This is an optimization exercise on Yosys and OpenROAD, whose aim is small area, a short achievable clock period and few clock cycles per item, not a production implementation.
In this exercise RTL edits were held to simulation tests only and were not proved equivalent to the original.
Power is estimated from default activity; no workload was simulated.

## config.mk

```make
export PLATFORM = sky130hd
export DESIGN_NAME = e203_muldiv
export DESIGN_NICKNAME = e203_muldiv
export VERILOG_FILES = /design/flow/design.v
export SDC_FILE = /design/flow/constraint.sdc
export NUM_CORES = 8
export LEC_CHECK = 0
export CAP_MARGIN = 20
export CORE_MARGIN = 2
export CORE_UTILIZATION = 40
export SLEW_MARGIN = 20
```

## design.v

```verilog
module sirv_gnrl_dfflr # (
  parameter DW = 32
) (
  input               lden, 
  input      [DW-1:0] dnxt,
  output     [DW-1:0] qout,
  input               clk,
  input               rst_n
);
reg [DW-1:0] qout_r;
always @(posedge clk or negedge rst_n)
begin : DFFLR_PROC
  if (rst_n == 1'b0)
    qout_r <= {DW{1'b0}};
  else if (lden == 1'b1)
    qout_r <= dnxt;
end
assign qout = qout_r;
endmodule
module sirv_gnrl_dffl # (
  parameter DW = 32
) (
  input               lden, 
  input      [DW-1:0] dnxt,
  output     [DW-1:0] qout,
  input               clk 
);
reg [DW-1:0] qout_r;
always @(posedge clk)
begin : DFFL_PROC
  if (lden == 1'b1)
    qout_r <= dnxt;
end
assign qout = qout_r;
endmodule
module e203_exu_alu_muldiv(
  input  mdv_nob2b,
  input  muldiv_i_valid,  
  output muldiv_i_ready,  
  input  [32-1:0] muldiv_i_rs1,
  input  [32-1:0] muldiv_i_rs2,
  input  [32-1:0] muldiv_i_imm,
  input  [((((((((((((((((((((((0+3-1)+1)+1-1)+1)+1-1)+1)+1-1)+1)+1-1)+1)+1-1)+1)+1-1)+1)+1-1)+1)+1-1)+1)+1-1)+1)+1-1)+1)-1:0] muldiv_i_info,
  input  [1-1:0] muldiv_i_itag,
  output muldiv_i_longpipe,
  input  flush_pulse,
  output muldiv_o_valid,  
  input  muldiv_o_ready,  
  output [32-1:0] muldiv_o_wbck_wdat,
  output muldiv_o_wbck_err,   
  output [35-1:0] muldiv_req_alu_op1,
  output [35-1:0] muldiv_req_alu_op2,
  output                                muldiv_req_alu_add ,
  output                                muldiv_req_alu_sub ,
  input  [35-1:0] muldiv_req_alu_res,
  output          muldiv_sbf_0_ena,
  output [33-1:0] muldiv_sbf_0_nxt,
  input  [33-1:0] muldiv_sbf_0_r,
  output          muldiv_sbf_1_ena,
  output [33-1:0] muldiv_sbf_1_nxt,
  input  [33-1:0] muldiv_sbf_1_r,
  input  clk,
  input  rst_n
  );
  wire muldiv_i_hsked = muldiv_i_valid & muldiv_i_ready;
  wire muldiv_o_hsked = muldiv_o_valid & muldiv_o_ready;
  wire flushed_r;
  wire flushed_set = flush_pulse;
  wire flushed_clr = muldiv_o_hsked & (~flush_pulse);
  wire flushed_ena = flushed_set | flushed_clr;
  wire flushed_nxt = flushed_set | (~flushed_clr);
  sirv_gnrl_dfflr #(1) flushed_dfflr (flushed_ena, flushed_nxt, flushed_r, clk, rst_n);
  wire i_mul    = muldiv_i_info[(((((0+3-1)+1)+1-1)+1)+1-1):((((0+3-1)+1)+1-1)+1)   ]; 
  wire i_mulh   = muldiv_i_info[(((((((0+3-1)+1)+1-1)+1)+1-1)+1)+1-1):((((((0+3-1)+1)+1-1)+1)+1-1)+1)  ];
  wire i_mulhsu = muldiv_i_info[(((((((((0+3-1)+1)+1-1)+1)+1-1)+1)+1-1)+1)+1-1):((((((((0+3-1)+1)+1-1)+1)+1-1)+1)+1-1)+1)];
  wire i_mulhu  = muldiv_i_info[(((((((((((0+3-1)+1)+1-1)+1)+1-1)+1)+1-1)+1)+1-1)+1)+1-1):((((((((((0+3-1)+1)+1-1)+1)+1-1)+1)+1-1)+1)+1-1)+1) ];
  wire i_div    = muldiv_i_info[(((((((((((((0+3-1)+1)+1-1)+1)+1-1)+1)+1-1)+1)+1-1)+1)+1-1)+1)+1-1):((((((((((((0+3-1)+1)+1-1)+1)+1-1)+1)+1-1)+1)+1-1)+1)+1-1)+1)   ];
  wire i_divu   = muldiv_i_info[(((((((((((((((0+3-1)+1)+1-1)+1)+1-1)+1)+1-1)+1)+1-1)+1)+1-1)+1)+1-1)+1)+1-1):((((((((((((((0+3-1)+1)+1-1)+1)+1-1)+1)+1-1)+1)+1-1)+1)+1-1)+1)+1-1)+1)  ];
  wire i_rem    = muldiv_i_info[(((((((((((((((((0+3-1)+1)+1-1)+1)+1-1)+1)+1-1)+1)+1-1)+1)+1-1)+1)+1-1)+1)+1-1)+1)+1-1):((((((((((((((((0+3-1)+1)+1-1)+1)+1-1)+1)+1-1)+1)+1-1)+1)+1-1)+1)+1-1)+1)+1-1)+1)   ];
  wire i_remu   = muldiv_i_info[(((((((((((((((((((0+3-1)+1)+1-1)+1)+1-1)+1)+1-1)+1)+1-1)+1)+1-1)+1)+1-1)+1)+1-1)+1)+1-1)+1)+1-1):((((((((((((((((((0+3-1)+1)+1-1)+1)+1-1)+1)+1-1)+1)+1-1)+1)+1-1)+1)+1-1)+1)+1-1)+1)+1-1)+1)  ];
  wire i_b2b    = muldiv_i_info[(((((((((((((((((((((0+3-1)+1)+1-1)+1)+1-1)+1)+1-1)+1)+1-1)+1)+1-1)+1)+1-1)+1)+1-1)+1)+1-1)+1)+1-1)+1)+1-1):((((((((((((((((((((0+3-1)+1)+1-1)+1)+1-1)+1)+1-1)+1)+1-1)+1)+1-1)+1)+1-1)+1)+1-1)+1)+1-1)+1)+1-1)+1)   ] & (~flushed_r) & (~mdv_nob2b);
  wire back2back_seq = i_b2b;
  wire mul_rs1_sign = (i_mulhu)            ? 1'b0 : muldiv_i_rs1[32-1];
  wire mul_rs2_sign = (i_mulhsu | i_mulhu) ? 1'b0 : muldiv_i_rs2[32-1];
  wire [32:0] mul_op1 = {mul_rs1_sign, muldiv_i_rs1};
  wire [32:0] mul_op2 = {mul_rs2_sign, muldiv_i_rs2};
  wire i_op_mul = i_mul | i_mulh | i_mulhsu | i_mulhu;
  wire i_op_div = i_div | i_divu | i_rem    | i_remu;
  localparam MULDIV_STATE_WIDTH = 3;
  wire [MULDIV_STATE_WIDTH-1:0] muldiv_state_nxt;
  wire [MULDIV_STATE_WIDTH-1:0] muldiv_state_r;
  wire muldiv_state_ena;
  localparam MULDIV_STATE_0TH = 3'd0;
  localparam MULDIV_STATE_EXEC = 3'd1;
  localparam MULDIV_STATE_REMD_CHCK = 3'd2;
  localparam MULDIV_STATE_QUOT_CORR = 3'd3;
  localparam MULDIV_STATE_REMD_CORR = 3'd4;
  wire [MULDIV_STATE_WIDTH-1:0] state_0th_nxt;
  wire [MULDIV_STATE_WIDTH-1:0] state_exec_nxt;
  wire [MULDIV_STATE_WIDTH-1:0] state_remd_chck_nxt;
  wire [MULDIV_STATE_WIDTH-1:0] state_quot_corr_nxt;
  wire [MULDIV_STATE_WIDTH-1:0] state_remd_corr_nxt;
  wire state_0th_exit_ena;
  wire state_exec_exit_ena;
  wire state_remd_chck_exit_ena;
  wire state_quot_corr_exit_ena;
  wire state_remd_corr_exit_ena;
  wire special_cases;
  wire muldiv_i_valid_nb2b = muldiv_i_valid & (~back2back_seq) & (~special_cases);
  wire   muldiv_sta_is_0th       = (muldiv_state_r == MULDIV_STATE_0TH   );
  wire   muldiv_sta_is_exec      = (muldiv_state_r == MULDIV_STATE_EXEC   );
  wire   muldiv_sta_is_remd_chck  = (muldiv_state_r == MULDIV_STATE_REMD_CHCK   );
  wire   muldiv_sta_is_quot_corr = (muldiv_state_r == MULDIV_STATE_QUOT_CORR   );
  wire   muldiv_sta_is_remd_corr = (muldiv_state_r == MULDIV_STATE_REMD_CORR   );
  assign state_0th_exit_ena = muldiv_sta_is_0th & muldiv_i_valid_nb2b & (~flush_pulse);
  assign state_0th_nxt      = MULDIV_STATE_EXEC;
  wire div_need_corrct; 
  wire mul_exec_last_cycle; 
  wire div_exec_last_cycle; 
  wire exec_last_cycle; 
  assign state_exec_exit_ena =  muldiv_sta_is_exec & ((
                           exec_last_cycle 
                         & (i_op_div ? 1'b1
                                            : muldiv_o_hsked))
            | flush_pulse);
  assign state_exec_nxt      = 
                (
                         flush_pulse ? MULDIV_STATE_0TH :
                         i_op_div ? MULDIV_STATE_REMD_CHCK
                                         : MULDIV_STATE_0TH
                );
  assign state_remd_chck_exit_ena = (muldiv_sta_is_remd_chck & ( 
                                              (div_need_corrct ? 1'b1
                                                         : muldiv_o_hsked) 
                                              | flush_pulse )) ;
  assign state_remd_chck_nxt      = flush_pulse ? MULDIV_STATE_0TH :
                         div_need_corrct ? MULDIV_STATE_QUOT_CORR
                                         : MULDIV_STATE_0TH;
  assign state_quot_corr_exit_ena = (muldiv_sta_is_quot_corr & (flush_pulse | 1'b1));
  assign state_quot_corr_nxt      = flush_pulse ? MULDIV_STATE_0TH : MULDIV_STATE_REMD_CORR;
  assign state_remd_corr_exit_ena = (muldiv_sta_is_remd_corr & (flush_pulse | muldiv_o_hsked));
  assign state_remd_corr_nxt      = flush_pulse ? MULDIV_STATE_0TH : MULDIV_STATE_0TH;
  assign muldiv_state_ena = state_0th_exit_ena 
                          | state_exec_exit_ena  
                          | state_remd_chck_exit_ena  
                          | state_quot_corr_exit_ena  
                          | state_remd_corr_exit_ena;  
  assign muldiv_state_nxt = 
              ({MULDIV_STATE_WIDTH{state_0th_exit_ena      }} & state_0th_nxt      )
            | ({MULDIV_STATE_WIDTH{state_exec_exit_ena     }} & state_exec_nxt     )
            | ({MULDIV_STATE_WIDTH{state_remd_chck_exit_ena}} & state_remd_chck_nxt)
            | ({MULDIV_STATE_WIDTH{state_quot_corr_exit_ena}} & state_quot_corr_nxt)
            | ({MULDIV_STATE_WIDTH{state_remd_corr_exit_ena}} & state_remd_corr_nxt)
              ;
  sirv_gnrl_dfflr #(MULDIV_STATE_WIDTH) muldiv_state_dfflr (muldiv_state_ena, muldiv_state_nxt, muldiv_state_r, clk, rst_n);
  wire state_exec_enter_ena = muldiv_state_ena & (muldiv_state_nxt == MULDIV_STATE_EXEC);
  localparam EXEC_CNT_W  = 6;
  localparam EXEC_CNT_1  = 6'd1 ;
  localparam EXEC_CNT_16 = 6'd16;
  localparam EXEC_CNT_32 = 6'd32;
  wire[EXEC_CNT_W-1:0] exec_cnt_r;
  wire exec_cnt_set = state_exec_enter_ena;
  wire exec_cnt_inc = muldiv_sta_is_exec & (~exec_last_cycle); 
  wire exec_cnt_ena = exec_cnt_inc | exec_cnt_set; 
  wire[EXEC_CNT_W-1:0] exec_cnt_nxt = exec_cnt_set ? EXEC_CNT_1 : (exec_cnt_r + 1'b1);
  sirv_gnrl_dfflr #(EXEC_CNT_W) exec_cnt_dfflr (exec_cnt_ena, exec_cnt_nxt, exec_cnt_r, clk, rst_n);
  wire cycle_0th  = muldiv_sta_is_0th;
  wire cycle_16th = (exec_cnt_r == EXEC_CNT_16);
  wire cycle_32nd = (exec_cnt_r == EXEC_CNT_32);
  assign mul_exec_last_cycle = cycle_16th;
  assign div_exec_last_cycle = cycle_32nd;
  assign exec_last_cycle = i_op_mul ? mul_exec_last_cycle : div_exec_last_cycle;
  wire [32:0] part_prdt_hi_r;
  wire [32:0] part_prdt_lo_r;
  wire [32:0] part_prdt_hi_nxt;
  wire [32:0] part_prdt_lo_nxt;
  wire part_prdt_sft1_r;
  wire [2:0] booth_code = cycle_0th  ? {muldiv_i_rs1[1:0],1'b0}
                        : cycle_16th ? {mul_rs1_sign,part_prdt_lo_r[0],part_prdt_sft1_r}
                        : {part_prdt_lo_r[1:0],part_prdt_sft1_r};
  wire booth_sel_zero = (booth_code == 3'b000) | (booth_code == 3'b111);
  wire booth_sel_two  = (booth_code == 3'b011) | (booth_code == 3'b100);
  wire booth_sel_one  = (~booth_sel_zero) & (~booth_sel_two);
  wire booth_sel_sub  = booth_code[2];  
  wire [35-1:0] mul_exe_alu_res = muldiv_req_alu_res;
  wire [35-1:0] mul_exe_alu_op2 = 
      ({35{booth_sel_zero}} & 35'b0) 
    | ({35{booth_sel_one }} & {mul_rs2_sign,mul_rs2_sign,mul_rs2_sign,muldiv_i_rs2}) 
    | ({35{booth_sel_two }} & {mul_rs2_sign,mul_rs2_sign,muldiv_i_rs2,1'b0}) 
      ;
  wire [35-1:0] mul_exe_alu_op1 =
       cycle_0th ? 35'b0 : {part_prdt_hi_r[32],part_prdt_hi_r[32],part_prdt_hi_r};  
  wire mul_exe_alu_add = (~booth_sel_sub);
  wire mul_exe_alu_sub = booth_sel_sub;
  assign part_prdt_hi_nxt = mul_exe_alu_res[34:2];
  assign part_prdt_lo_nxt = {mul_exe_alu_res[1:0],
                         (cycle_0th ? {mul_rs1_sign,muldiv_i_rs1[31:2]} : part_prdt_lo_r[32:2])
                         };
  wire part_prdt_sft1_nxt = cycle_0th ? muldiv_i_rs1[1] : part_prdt_lo_r[1];
  wire mul_exe_cnt_set = exec_cnt_set & i_op_mul;
  wire mul_exe_cnt_inc = exec_cnt_inc & i_op_mul; 
  wire part_prdt_hi_ena = mul_exe_cnt_set | mul_exe_cnt_inc | state_exec_exit_ena;
  wire part_prdt_lo_ena = part_prdt_hi_ena;
  sirv_gnrl_dfflr #(1) part_prdt_sft1_dfflr (part_prdt_lo_ena, part_prdt_sft1_nxt, part_prdt_sft1_r, clk, rst_n);
  wire[32-1:0] mul_res = i_mul ? part_prdt_lo_r[32:1] : mul_exe_alu_res[31:0];
  wire [32:0] part_remd_r;
  wire [32:0] part_quot_r;
  wire div_rs1_sign = (i_divu | i_remu) ? 1'b0 : muldiv_i_rs1[32-1];
  wire div_rs2_sign = (i_divu | i_remu) ? 1'b0 : muldiv_i_rs2[32-1];
  wire [65:0] dividend = {{33{div_rs1_sign}}, div_rs1_sign, muldiv_i_rs1};
  wire [33:0] divisor  = {div_rs2_sign, div_rs2_sign, muldiv_i_rs2};
  wire quot_0cycl = (dividend[65] ^ divisor[33]) ? 1'b0 : 1'b1; 
  wire [66:0] dividend_lsft1 = {dividend[65:0],quot_0cycl};
  wire prev_quot = cycle_0th ? quot_0cycl : part_quot_r[0];
  wire part_remd_sft1_r;
  wire [33:0] div_exe_alu_res = muldiv_req_alu_res[33:0];
  wire [33:0] div_exe_alu_op1 = cycle_0th ? dividend_lsft1[66:33] : {part_remd_sft1_r, part_remd_r[32:0]};
  wire [33:0] div_exe_alu_op2 = divisor;
  wire div_exe_alu_add = (~prev_quot);
  wire div_exe_alu_sub =   prev_quot ;
  wire current_quot = (div_exe_alu_res[33] ^ divisor[33]) ? 1'b0 : 1'b1;
  wire [66:0] div_exe_part_remd;
  assign div_exe_part_remd[66:33] = div_exe_alu_res;
  assign div_exe_part_remd[32: 0] = cycle_0th ? dividend_lsft1[32:0] : part_quot_r[32:0];
  wire [67:0] div_exe_part_remd_lsft1 = {div_exe_part_remd[66:0],current_quot};
  wire part_remd_ena;
  sirv_gnrl_dfflr #(1) part_remd_sft1_dfflr (part_remd_ena, div_exe_alu_res[32], part_remd_sft1_r, clk, rst_n);
  wire div_exe_cnt_set = exec_cnt_set & i_op_div;
  wire div_exe_cnt_inc = exec_cnt_inc & i_op_div; 
  wire corrct_phase = muldiv_sta_is_remd_corr | muldiv_sta_is_quot_corr;
  wire check_phase  = muldiv_sta_is_remd_chck;
  wire [33:0] div_quot_corr_alu_res;
  wire [33:0] div_remd_corr_alu_res;
  wire [32:0] div_remd = check_phase  ? part_remd_r [32:0]:
                         corrct_phase ? div_remd_corr_alu_res[32:0] :
                                        div_exe_part_remd[65:33];
  wire [32:0] div_quot = check_phase  ? part_quot_r [32:0]:
                         corrct_phase ? part_quot_r [32:0]: 
                                        {div_exe_part_remd[31:0],1'b1};
  wire [32:0] part_remd_nxt = corrct_phase ? div_remd_corr_alu_res[32:0] :
                              (muldiv_sta_is_exec & div_exec_last_cycle) ? div_remd :
                                                          div_exe_part_remd_lsft1[65:33];
  wire [32:0] part_quot_nxt = corrct_phase ? div_quot_corr_alu_res[32:0] :
                              (muldiv_sta_is_exec & div_exec_last_cycle) ? div_quot :
                                                          div_exe_part_remd_lsft1[32: 0];
  wire [33:0] div_remd_chck_alu_res = muldiv_req_alu_res[33:0];
  wire [33:0] div_remd_chck_alu_op1 = {part_remd_r[32], part_remd_r};
  wire [33:0] div_remd_chck_alu_op2 = divisor;
  wire div_remd_chck_alu_add = 1'b1;
  wire div_remd_chck_alu_sub = 1'b0;
  wire remd_is_0 = ~(|part_remd_r);
  wire remd_is_neg_divs = ~(|div_remd_chck_alu_res); 
  wire remd_is_divs = (part_remd_r == divisor[32:0]);
  assign div_need_corrct = i_op_div & (
                                ((part_remd_r[32] ^ dividend[65]) & (~remd_is_0))
                              | remd_is_neg_divs
                              | remd_is_divs
                            );
  wire remd_inc_quot_dec = (part_remd_r[32] ^ divisor[33]);
  assign div_quot_corr_alu_res = muldiv_req_alu_res[33:0];
  wire [33:0] div_quot_corr_alu_op1 = {part_quot_r[32], part_quot_r};
  wire [33:0] div_quot_corr_alu_op2 = 34'b1;
  wire div_quot_corr_alu_add = (~remd_inc_quot_dec);
  wire div_quot_corr_alu_sub = remd_inc_quot_dec;
  assign div_remd_corr_alu_res = muldiv_req_alu_res[33:0];
  wire [33:0] div_remd_corr_alu_op1 = {part_remd_r[32], part_remd_r};
  wire [33:0] div_remd_corr_alu_op2 = divisor;
  wire div_remd_corr_alu_add = remd_inc_quot_dec;
  wire div_remd_corr_alu_sub = ~remd_inc_quot_dec;
  assign part_remd_ena = div_exe_cnt_set | div_exe_cnt_inc | state_exec_exit_ena | state_remd_corr_exit_ena;
  wire part_quot_ena = div_exe_cnt_set | div_exe_cnt_inc | state_exec_exit_ena | state_quot_corr_exit_ena;
  wire[32-1:0] div_res = (i_div | i_divu) ? div_quot[32-1:0] : div_remd[32-1:0];
  wire div_by_0 = ~(|muldiv_i_rs2); 
  wire div_ovf  = (i_div | i_rem) & (&muldiv_i_rs2)   
                & muldiv_i_rs1[32-1] & (~(|muldiv_i_rs1[32-2:0]));
  wire[32-1:0] div_by_0_res_quot = ~32'b0;
  wire[32-1:0] div_by_0_res_remd = dividend[32-1:0];
  wire[32-1:0] div_by_0_res = (i_div | i_divu) ? div_by_0_res_quot : div_by_0_res_remd;
  wire[32-1:0] div_ovf_res_quot  = {1'b1,{32-1{1'b0}}};
  wire[32-1:0] div_ovf_res_remd  = 32'b0;
  wire[32-1:0] div_ovf_res = (i_div | i_divu) ? div_ovf_res_quot : div_ovf_res_remd;
  wire div_special_cases = i_op_div & (div_by_0 | div_ovf);
  wire[32-1:0] div_special_res = div_by_0 ? div_by_0_res : div_ovf_res;
  assign special_cases = div_special_cases; 
  wire[32-1:0] special_res = div_special_res; 
  wire [32-1:0] back2back_mul_res = {part_prdt_lo_r[32-2:0],part_prdt_sft1_r}; 
  wire [32-1:0] back2back_mul_rem = part_remd_r[32-1:0];
  wire [32-1:0] back2back_mul_div = part_quot_r[32-1:0];
  wire [32-1:0] back2back_res = (
             ({32{i_mul         }} & back2back_mul_res)
           | ({32{i_rem | i_remu}} & back2back_mul_rem)
           | ({32{i_div | i_divu}} & back2back_mul_div)
     );
  wire wbck_condi = (back2back_seq | special_cases) ? 1'b1 : 
                       (
                           (muldiv_sta_is_exec & exec_last_cycle & (~i_op_div))
                         | (muldiv_sta_is_remd_chck & (~div_need_corrct)) 
                         | muldiv_sta_is_remd_corr 
                       );
  assign muldiv_o_valid = wbck_condi & muldiv_i_valid;
  assign muldiv_i_ready = wbck_condi & muldiv_o_ready;
  wire res_sel_spl = special_cases;
  wire res_sel_b2b  = back2back_seq & (~special_cases);
  wire res_sel_div  = (~back2back_seq) & (~special_cases) & i_op_div;
  wire res_sel_mul  = (~back2back_seq) & (~special_cases) & i_op_mul;
  assign muldiv_o_wbck_wdat = 
               ({32{res_sel_b2b}} & back2back_res)
             | ({32{res_sel_spl}} & special_res)
             | ({32{res_sel_div}} & div_res)
             | ({32{res_sel_mul}} & mul_res);
  assign muldiv_o_wbck_err = 1'b0;
  wire req_alu_sel1 = i_op_mul;
  wire req_alu_sel2 = i_op_div & (muldiv_sta_is_0th | muldiv_sta_is_exec);
  wire req_alu_sel3 = i_op_div & muldiv_sta_is_quot_corr;
  wire req_alu_sel4 = i_op_div & muldiv_sta_is_remd_corr;
  wire req_alu_sel5 = i_op_div & muldiv_sta_is_remd_chck;
  assign muldiv_req_alu_op1 = 
             ({35{req_alu_sel1}} & mul_exe_alu_op1      )
           | ({35{req_alu_sel2}} & {{35-34{1'b0}},div_exe_alu_op1      })
           | ({35{req_alu_sel3}} & {{35-34{1'b0}},div_quot_corr_alu_op1})
           | ({35{req_alu_sel4}} & {{35-34{1'b0}},div_remd_corr_alu_op1}) 
           | ({35{req_alu_sel5}} & {{35-34{1'b0}},div_remd_chck_alu_op1});
  assign muldiv_req_alu_op2 = 
             ({35{req_alu_sel1}} & mul_exe_alu_op2      )
           | ({35{req_alu_sel2}} & {{35-34{1'b0}},div_exe_alu_op2      })
           | ({35{req_alu_sel3}} & {{35-34{1'b0}},div_quot_corr_alu_op2})
           | ({35{req_alu_sel4}} & {{35-34{1'b0}},div_remd_corr_alu_op2}) 
           | ({35{req_alu_sel5}} & {{35-34{1'b0}},div_remd_chck_alu_op2});
  assign muldiv_req_alu_add  = 
             (req_alu_sel1 & mul_exe_alu_add      )
           | (req_alu_sel2 & div_exe_alu_add      )
           | (req_alu_sel3 & div_quot_corr_alu_add)
           | (req_alu_sel4 & div_remd_corr_alu_add) 
           | (req_alu_sel5 & div_remd_chck_alu_add);
  assign muldiv_req_alu_sub  = 
             (req_alu_sel1 & mul_exe_alu_sub      )
           | (req_alu_sel2 & div_exe_alu_sub      )
           | (req_alu_sel3 & div_quot_corr_alu_sub)
           | (req_alu_sel4 & div_remd_corr_alu_sub) 
           | (req_alu_sel5 & div_remd_chck_alu_sub);
  assign muldiv_sbf_0_ena = part_remd_ena | part_prdt_hi_ena;
  assign muldiv_sbf_0_nxt = i_op_mul ? part_prdt_hi_nxt : part_remd_nxt;
  assign muldiv_sbf_1_ena = part_quot_ena | part_prdt_lo_ena;
  assign muldiv_sbf_1_nxt = i_op_mul ? part_prdt_lo_nxt : part_quot_nxt;
  assign part_remd_r = muldiv_sbf_0_r;
  assign part_quot_r = muldiv_sbf_1_r;
  assign part_prdt_hi_r = muldiv_sbf_0_r;
  assign part_prdt_lo_r = muldiv_sbf_1_r;
  assign muldiv_i_longpipe = 1'b0;
endmodule                                      
module e203_muldiv (
  input         clk,
  input         rst_n,
  input         i_valid,
  output        i_ready,
  input  [2:0]  i_op,
  input  [31:0] i_rs1,
  input  [31:0] i_rs2,
  output        o_valid,
  input         o_ready,
  output [31:0] o_wdat
);
  wire [((((((((((((((((((((((0+3-1)+1)+1-1)+1)+1-1)+1)+1-1)+1)+1-1)+1)+1-1)+1)+1-1)+1)+1-1)+1)+1-1)+1)+1-1)+1)+1-1)+1)-1:0] info =
       {{((((((((((((((((((((((0+3-1)+1)+1-1)+1)+1-1)+1)+1-1)+1)+1-1)+1)+1-1)+1)+1-1)+1)+1-1)+1)+1-1)+1)+1-1)+1)+1-1)+1)-1{1'b0}}, 1'b1} << (((((0+3-1)+1)+1-1)+1) + i_op);
  wire [35-1:0] req_alu_op1;
  wire [35-1:0] req_alu_op2;
  wire                                req_alu_add;
  wire                                req_alu_sub;
  wire [35-1:0] req_alu_res;
  wire          sbf_0_ena;
  wire [33-1:0] sbf_0_nxt;
  wire [33-1:0] sbf_0_r;
  wire          sbf_1_ena;
  wire [33-1:0] sbf_1_nxt;
  wire [33-1:0] sbf_1_r;
  e203_exu_alu_muldiv u_muldiv (
    .mdv_nob2b          (1'b1),
    .muldiv_i_valid     (i_valid),
    .muldiv_i_ready     (i_ready),
    .muldiv_i_rs1       (i_rs1),
    .muldiv_i_rs2       (i_rs2),
    .muldiv_i_imm       (32'b0),
    .muldiv_i_info      (info),
    .muldiv_i_itag      ({1{1'b0}}),
    .muldiv_i_longpipe  (),
    .flush_pulse        (1'b0),
    .muldiv_o_valid     (o_valid),
    .muldiv_o_ready     (o_ready),
    .muldiv_o_wbck_wdat (o_wdat),
    .muldiv_o_wbck_err  (),
    .muldiv_req_alu_op1 (req_alu_op1),
    .muldiv_req_alu_op2 (req_alu_op2),
    .muldiv_req_alu_add (req_alu_add),
    .muldiv_req_alu_sub (req_alu_sub),
    .muldiv_req_alu_res (req_alu_res),
    .muldiv_sbf_0_ena   (sbf_0_ena),
    .muldiv_sbf_0_nxt   (sbf_0_nxt),
    .muldiv_sbf_0_r     (sbf_0_r),
    .muldiv_sbf_1_ena   (sbf_1_ena),
    .muldiv_sbf_1_nxt   (sbf_1_nxt),
    .muldiv_sbf_1_r     (sbf_1_r),
    .clk                (clk),
    .rst_n              (rst_n)
  );
  wire adder_addsub = req_alu_add | req_alu_sub;
  wire [35-1:0] adder_in1 = {35{adder_addsub}} & req_alu_op1;
  wire [35-1:0] adder_in2 = {35{adder_addsub}} & (req_alu_sub ? (~req_alu_op2) : req_alu_op2);
  wire adder_cin = adder_addsub & req_alu_sub;
  assign req_alu_res = adder_in1 + adder_in2 + {{35-1{1'b0}}, adder_cin};
  sirv_gnrl_dffl #(33) sbf_0_dffl (sbf_0_ena, sbf_0_nxt, sbf_0_r, clk);
  sirv_gnrl_dffl #(33) sbf_1_dffl (sbf_1_ena, sbf_1_nxt, sbf_1_r, clk);
endmodule
```

## run.sh

```bash
#!/bin/bash
# synth_recipe.tcl (not shown) runs the flow's synth.tcl, then flattens the netlist and writes it again
# the make line also repeats each setting of config.mk as NAME=value (left out here)
make -C /OpenROAD-flow-scripts/flow DESIGN_CONFIG=/design/flow/config.mk WORK_HOME=/design/flow/orfs CLKGATE_MAP_FILE= SYNTH_SCRIPT=/design/flow/synth_recipe.tcl finish
```

## constraint.sdc

```tcl
create_clock -name core_clock -period 11.0 [get_ports {clk}]
set_input_delay 2.2000 -clock core_clock [delete_from_list [all_inputs] [get_ports {clk}]]
set_output_delay 2.2000 -clock core_clock [all_outputs]
set_load 0.01 [all_outputs]
```

==> notes.md <==
sequential cells by signal, indices dropped and copies added (netlist names):
signal                                cells
sbf_1_dffl.qout_r                        33
u_muldiv.exec_cnt_dfflr.qout_r            6
u_muldiv.part_remd_sft1_dfflr.qout_r      1
u_muldiv.muldiv_state_dfflr.qout_r        3
u_muldiv.part_prdt_sft1_dfflr.qout_r      1
sbf_0_dffl.qout_r                        33
metal layers:
layer / share of wire / track usage
met3: 0.13 / 0.0849
met4: 0.030 / 0.0936
met5: 0 / 0
met2: 0.41 / 0.488
met1: 0.43 / 0.498
synth_stat cells (32+ instances only):
library cell	number
o21ai_0	183
nor4_1	32
ha_1	35
a22oi_1	35
a21oi_1	178
edfxtp_1	66
nand2_1	215
mux2i_1	67
o221ai_1	59
xor2_1	49
nor2_1	150
clkbuf_1	106
logic make-up (layout without fill, tap and decap cells):
| family | count (synthesis) | after routing |
|---|---|---|
| DFF | 77 | 77 |
| and+or+nand+nor | 522 | 522 |
| AOI/OAI and AO/OA | 612 | 612 |
| buffers and inverters | 138 | 198 |
| xor gates and xnor gates | 72 | 72 |
| muxes | 78 | 78 |
| adders and majority gates | 37 | 37 |
worst paths after layout:
check	to	slack (ns)
worst max-delay path	i_ready	0.36
worst min-delay path	u_muldiv.part_remd_sft1_dfflr.qout_r$_DFFE_PN0P_	0.58
worst max register to register	sbf_1_dffl.qout_r[15]$_DFFE_PP_	3.31
worst min register to register	u_muldiv.part_remd_sft1_dfflr.qout_r$_DFFE_PN0P_	0.58
max in group asynchronous	u_muldiv.exec_cnt_dfflr.qout_r[1]$_DFFE_PN0P_	8.42
min in group asynchronous	u_muldiv.exec_cnt_dfflr.qout_r[0]$_DFFE_PN0P_	2.20
through the flow:
step | instance area [um^2] | util | hold slack, ns | setup slack [ns] | power (mW)
after detailed placement | 12400 | 0.462 | 0.558 | 0.480 | 0.650
after floorplan | 10900 | - | 0.492 | 1.66 | 0.501
after CTS | 12800 | 0.475 | 0.575 | 0.461 | 1.01
after global placement | 12400 | 0.462 | 0.547 | 0.588 | 0.651
after global routing | 12800 | 0.476 | 0.630 | 0.0140 | 1.05
final | 12800 | 0.476 | 0.580 | 0.356 | 1.01
critical path, cell delays in order:
cell and delay (ns):
clkdlybuf4s50_1 0.60, a31oi_1 0.14, mux2_2 0.27, a21oi_1 0.26
mux2i_1 0.11, o21ai_0 0.32, and2_1 0.18, buf_4 0.32
a22oi_1 0.16, mux2i_1 0.19, fa_1 0.46, a21o_1 0.23
a221o_2 0.41, a211oi_1 0.24, o41ai_1 0.12, xnor2_1 0.55
and4_1 0.28, and4b_1 0.23, nand4bb_2 0.22, o211ai_1 0.28
a21boi_1 0.13, clkdlybuf4s50_1 0.49
power groups by stage:
stage / Clock (mW) / Combinational (mW) / Sequential (mW)
3_5_place_dp: 0 / 0.325 / 0.325
4_1_cts: 0.359 / 0.327 / 0.319
6_report: 0.357 / 0.338 / 0.319
5_1_grt: 0.372 / 0.360 / 0.319
3_3_place_gp: 0 / 0.326 / 0.325
2_1_floorplan: 0 / 0.176 / 0.325
repair_timing:
| action | 4_1_cts | 5_1_grt |
|---|---|---|
| endpoints found under the hold margin | 0 | 0 |
| endpoints found under the setup margin | 0 | 2 |
| gates resized for setup | 0 | 1 |
area by class of cell:
cell class / count / area (um^2)
Sequential cell: 77 / 2260
Tap cell: 341 / 427
Clock inverter: 6 / 111
Clock buffer: 10 / 229
Multi-Input combinational cell: 1321 / 8200
Fill cell: 2793 / 14100
Inverter: 17 / 63.8
Timing Repair Buffer: 165 / 1500
==> flow_metrics.tcl <==
set metrics [dict create \
    die_h_um 169 \
    reg2reg_from "u_muldiv.muldiv_state_dfflr.qout_r[1]$_DFFE_PN0P_" \
    grt_usage 0.339 \
    whs_path_depth 2 \
    final_hold_viol_count 0 \
    swShare 0.330 \
    power_switching_mw 0.335 \
    ys.warnings.count 4 \
    setup_tns_ns 0 \
    cp_max_fo 30 \
    syn2layout_area_growth_pct 17.1 \
    vias 13100 \
    via_per_inst 6.75 \
    antenna_found_initial 0 \
    muxShareOfSynthArea 0.0728 \
    synth_area_mm2 0.0109 \
    ys_seq_area_frac 0.207 \
    synthXorXnorAreaFrac 0.0591 \
    dp_cells 1920 \
    dieWidth_um 169 \
    yosysTopAreaCell "edfxtp_1" \
    syn_area_per_cell_um2 7.11 \
    initial_core_util 0.406 \
    final_cells 1937 \
    firstDrtPassIters 8 \
    ir_drop_mv 0.0656 \
    synth_ff_type "edfxtp_1" \
    worstSetupStartpointType "input pin" \
    synth_compound_area_frac 0.352 \
    drive_above_1_share 0.0752 \
    die_area_mm2 0.0286 \
    rows 60 \
    clk_pin_slew_ns 0.07 \
    cts_setup_buffers 0 \
    fmax_ghz 0.0939 \
    skew_ns 0.0148 \
    yosys.area.top_type_share 0.181 \
    final.min_clock_period_ns 10.64 \
    grt_overflow 0 \
    required_ns 8.80 \
    cap_violations 0 \
    rsz0062_at_grt "no" \
    worstSetupEndpointType "output port" \
    synth_cell_type_count 77 \
    grt_pass1_wl_um 74500 \
    rr_worst_depth 21 \
    cts_hold_buf 0 \
    place_congestion 0.976 \
    routed_wl_um 49800 \
    syn_nets 1644 \
    crit_start "i_op[0]" \
    finalSetupViolCount 0 \
    ys_top_cells_by_area "edfxtp_1 (18%), o21ai_0 (8.4%), a21oi_1 (8.2%), nand2_1 (7.4%), mux2i_1 (6.1%)" \
    slew_headroom 0.327 \
    coreArea_mm2 0.0269 \
    leakage_nw 4.85 \
    slew_viol_final 0 \
    diodes 0 \
    synth-simple-area-share 0.217 \
    io_buffers 104 \
    tightest_slew_ns 1.01 \
    drc 0 \
    cts_buffers 9 \
    clk-insertion-delay-late_ns 0.35 \
    grt_max_degree 96 \
    wire_per_inst_um 25.7 \
    synth_top_family_by_area "compound AO/OA/AOI/OAI gates" \
    synth-seq-cells 77 \
    p_per_area_mw_per_mm2 79.3 \
    cts_max_level 3 \
    cts_tree "yes" \
    power.share.sequential 0.314 \
    clock_path_buffers 2 \
    synth-adder-area-share 0.0438 \
    clockRootBuffer "clkbuf_16" \
    async_flop_share 0.143 \
    synth-edff-count 66 \
    postSynthCellCount 1536 \
    hp-class "reg2reg" \
    power_frac_comb 0.334 \
    period_share 0.968 \
    hold_start "u_muldiv.part_remd_sft1_dfflr.qout_r$_DFFE_PN0P_" \
    status "finished clean" \
    power_frac_clock 0.352 \
    final_cell_mix "nand2_1 (214), o21ai_0 (183), a21oi_1 (177)" \
    first_iter_violations 1983 \
    cts.sinks 77 \
    final_nets 1699 \
    critical_path_arrival_ns 8.44 \
    final_common_cell "nand2_1" \
    critical_path_class "in2out" \
    ant_nets 0 \
    cell_internal_pwr_mw 0.679 \
    grt_pass1_vias 11900 \
    io_pins 105 \
    dp_hpwl_um 36300 \
]
Testbench counts, summed over its fixed seeds: cycles 547,702, ops 24,000.

## afterwards: timing with drivers on the ports
The flow's constraints put no driver on any port. The routed layout listed below was extracted and timed again, unchanged, in two steps. Step 1: set_driving_cell puts a clkbuf_16 on clk and a buf_2 on each other input, an assumption about the parent block. Step 2, shift: input delay + t, output delay - t, t = (earliest + latest rising clock arrival at the registers) / 2. This alone moves slack from input paths to output paths. a / b / c = ideal / step 1 / step 2; a / b = the first two.
t, ns: 0.393
setup WS [ns]: 0.356 / 0.320 / 0.320
worst setup path after step 2: input to output
After both steps this run still meets setup and hold. For this run, drivers alone change the setup slack by -0.036 ns; drivers and shift together by -0.036 ns.
